This design comes from an exercise in tuning for small area on the open sky130 flow, not from production work. Only simulation tests tie the RTL to the original design; equivalence was not proved. No activity file was given, so power comes from the tool's default toggle rates.

Design fm_rx, start of the top module:
module fm_rx (
	input clk,
	input rst,
	input [9:0] adc_data,
	output [11:0] audio,
	output reg audio_valid
);
Size: ~2300 cells after synthesis, ~770 flip-flops.
clock: 7.0 ns
lec_check: 0
cap_margin: 20
core_margin: 2
core_utilization: 40
cts_buf_list: sky130_fd_sc_hd__clkbuf_16
cts_cluster_diameter: 100
cts_cluster_size: 22
slew_margin: 20
synth_memory_max_bits: 16384
run.sh (not shown) runs the stock make flow with config.mk's settings and CLKGATE_MAP_FILE= SYNTH_SCRIPT=/design/flow/synth_recipe.tcl, a recipe that flattens the netlist after the stock synthesis.
The starting point finished with timing, DRC and antenna clean.
Rerun with:
- CORE_UTILIZATION: 40 -> 55
- CTS_CLUSTER_DIAMETER: 100 -> 130
- CTS_CLUSTER_SIZE: 22 -> 28
Effect:
- The changed run ran to the end with no violations
- design area falls by 2.0%
- fmax hardly moves
- sequential power barely changes
- worst hold slack improves by 6.9 ps
- routed wire length is about the same
- power is lower by 4.1%
- die area came out lower by 27%
- first-iteration DRC count rises by 6.3%
Rerun with:
- CORE_UTILIZATION: 55 -> 40
Final area rises by 0.95%.
Non-clock buffer count drops by 4.
Worst setup slack gets worse by 28 ps.
First-iteration DRC count shrinks by 3.2%.

---

fm_rx, a different RTL version from the one above (not shown whole).
Size in the first run: roughly 760 flip-flops, ~27000 um2 of cells after synthesis.
Settings: LEC_CHECK=0, CAP_MARGIN=20, CORE_MARGIN=2, CORE_UTILIZATION=40, CTS_BUF_LIST=sky130_fd_sc_hd__clkbuf_8 sky130_fd_sc_hd__clkbuf_16, CTS_CLUSTER_DIAMETER=130, CTS_CLUSTER_SIZE=28, SLEW_MARGIN=20, SYNTH_MEMORY_MAX_BITS=16384; clock period 7.0 ns.
Then changed:
- CTS_BUF_LIST: sky130_fd_sc_hd__clkbuf_8 sky130_fd_sc_hd__clkbuf_16 -> sky130_fd_sc_hd__clkbuf_16
=> The changed run went through all stages and came out clean. Count of clock-buffer cells in the layout is lower by 1. Clock power hardly moves. Global-route usage stays the same. Design area barely changes. Worst setup slack barely changes. Flip-flop and latch count does not change. Core utilization barely changes. Register-to-register slack stays flat. Hold slack hardly moves.

---

old:
Another version of the RTL of fm_rx (not shown whole).
Size in the first run: about 2100 cells after synthesis, roughly 750 flip-flops, roughly 25 I/O pins, ~27000 sq um of cells after synthesis.
clock: 7.0 ns
lec_check: 0
cap_margin: 20
core_margin: 2
core_utilization: 40
cts_buf_list: sky130_fd_sc_hd__clkbuf_16
cts_cluster_diameter: 130
cts_cluster_size: 28
gpl_timing_driven: 0
slew_margin: 20
synth_memory_max_bits: 16384
old | status: complete | timing, DRC, antenna: pass
Modified inputs, new compared to old
# old
export LEC_CHECK = 0
export CAP_MARGIN = 20
export CORE_MARGIN = 2
export CORE_UTILIZATION = 40
export CTS_BUF_LIST = sky130_fd_sc_hd__clkbuf_16
export CTS_CLUSTER_DIAMETER = 130
export CTS_CLUSTER_SIZE = 28
export GPL_TIMING_DRIVEN = 0
export SLEW_MARGIN = 20
export SYNTH_MEMORY_MAX_BITS = 16384
create_clock -name core_clock -period 7.0 [get_ports {clk}]
# new
export LEC_CHECK = 0
export CAP_MARGIN = 20
export CORE_MARGIN = 2
export CORE_UTILIZATION = 40
export CTS_BUF_LIST = sky130_fd_sc_hd__clkbuf_16
export CTS_CLUSTER_DIAMETER = 130
export CTS_CLUSTER_SIZE = 28
export SLEW_MARGIN = 20
export SYNTH_MEMORY_MAX_BITS = 16384
create_clock -name core_clock -period 7.0 [get_ports {clk}]
Results
new completed end to end with timing, DRC and antenna clean.
Compared with old, new has extra setup slack.
[compare] base=old new=new: setup slack at placement picked up an extra 1130 ps, maximum frequency has increased, instance count on the critical path went down 1, fraction of standard cell area in multi-input logic went up.
Cmp old and new / number of antenna violations at the first check in global routing / lower: new
Looking only at area of the multi-input gates, and setting everything else aside, the lower value of old and new goes to new.
Between old and new, the routed wire length is lower for new.

---

## lane 1
fm_rx, a different RTL version from the one above (not shown whole).
For scale: ~29000 um2 of cells after synthesis.
==> flow/config.mk <==
export PLATFORM = sky130hd
export DESIGN_NAME = fm_rx
export DESIGN_NICKNAME = fm_rx
export VERILOG_FILES = /design/flow/design.v
export SDC_FILE = /design/flow/constraint.sdc
export NUM_CORES = 4
export LEC_CHECK = 0
export CAP_MARGIN = 20
export CORE_MARGIN = 2
export CORE_UTILIZATION = 40
export CTS_BUF_LIST = sky130_fd_sc_hd__clkbuf_4
export SLEW_MARGIN = 20
export SYNTH_MEMORY_MAX_BITS = 16384
==> flow/constraint.sdc <==
create_clock -name core_clock -period 7.0 [get_ports {clk}]
set_input_delay 1.4000 -clock core_clock [delete_from_list [all_inputs] [get_ports {clk}]]
set_output_delay 1.4000 -clock core_clock [all_outputs]
set_load 0.01 [all_outputs]
No stage failed in lane 1, and the final checks on the layout all came back clean.
### lane 1 -> lane 2
- clearing CTS_BUF_LIST, which used to be sky130_fd_sc_hd__clkbuf_4
[summary]
Lane 2 finished end to end and its layout was clean on timing, DRC and antenna. Lane 1 finished every stage and its layout cleared the timing, DRC and antenna checks. Highest clock frequency the design can meet across lane 1 and lane 2: no real change. Lane 2 -> lane 1: number of library cell types mapped by synthesis delta 0, exact match. Part of the power in combinational logic (higher): lane 1. Going from lane 1 to lane 2, power grew by a few percent. Status: cell area parity (lane 1, lane 2). In the flow results for lane 1 and lane 2, the signed area change from the synthesized netlist to the final layout is larger on lane 2. Reported for lane 1 and lane 2, logic depth of the worst setup path including buffers turned out identical to the last digit. Summary: routed wire length, lane 2 better than lane 1. Period utilization: lane 2 vs lane 1 up 0.19 points. In lane 2, the count of non-filler cells in the finished layout came out 5.2% below the value in lane 1. Worst hold slack (lane 2 over lane 1): increase, 0.022 ns.

---

fm_rx, a different RTL version from the one above (not shown whole).
For scale: roughly 2300 cells after synthesis, ~770 flip-flops, ~25 I/O pins.
Settings: LEC_CHECK=0, CAP_MARGIN=20, CORE_MARGIN=2, CORE_UTILIZATION=40, CTS_BUF_LIST=sky130_fd_sc_hd__clkbuf_16, CTS_CLUSTER_DIAMETER=150, CTS_CLUSTER_SIZE=30, SLEW_MARGIN=20, SYNTH_MEMORY_MAX_BITS=16384; clock period 7.0 ns.
Then changed:
Settings changed: CTS_BUF_LIST sky130_fd_sc_hd__clkbuf_16 to not set, CTS_CLUSTER_DIAMETER 150 to not set, CTS_CLUSTER_SIZE 30 to not set.
=> Core utilization is higher by 2.6 points; register-to-register slack is worse by 0.04 ns; hold slack is about the same; combinational power stays flat; final area is higher by 6.0%; synthesized area does not change; count of clock-buffer cells in the layout is higher by 76; non-clock buffer count does not change; die area stays the same; critical path depth is unchanged.

-- re-timing with driven ports --
In the flow no input, the clock included, has a driving cell. The finished layouts below were timed again as built, in two steps. Step 1 (the two cells are an assumption about what drives the block):
set clk [get_ports {clk}]
set_driving_cell -lib_cell sky130_fd_sc_hd__clkbuf_16 $clk
set_driving_cell -lib_cell sky130_fd_sc_hd__buf_2 [delete_from_list [all_inputs] $clk]
Step 2 also shifts input and output timing later by t, the mid clock arrival at the registers, as if the neighbouring blocks saw the same clock. a / b / c = ideal ports / drivers / drivers and shift; a / b = the first two.
run | t, ns | slack for setup (ns) | worst register clock-pin slew, ns
the first run of note 1 | 0.637 | 0.736 / 0.736 / 0.520 | 0.09 / 0.09
the second run of note 1 | 0.689 | 0.746 / 0.746 / 0.531 | 0.11 / 0.11
the third run of note 1 | 0.669 | 0.718 / 0.718 / 0.540 | 0.12 / 0.12
the first run of note 2 | 0.668 | 0.405 / 0.405 / 0.405 | 0.12 / 0.12
the second run of note 2 | 0.669 | 0.403 / 0.403 / 0.403 | 0.12 / 0.12
old | 0.681 | 0.260 / 0.260 / 0.260 | 0.11 / 0.11
new | 0.673 | 0.374 / 0.374 / 0.374 | 0.12 / 0.12
lane 1 | 1.021 | 0.912 / 0.912 / 0.912 | 0.08 / 0.08
lane 2 | 0.666 | 0.898 / 0.898 / 0.898 | 0.06 / 0.06
the first run of note 5 | 0.667 | 0.763 / 0.763 / 0.763 | 0.12 / 0.12
the second run of note 5 | 0.688 | 0.727 / 0.727 / 0.727 | 0.07 / 0.07
After both steps setup and hold are still met in every run listed. The setup slack of the first run of note 1, which loses most, moves by 0.000 ns with the drivers and by -0.216 ns with both steps.
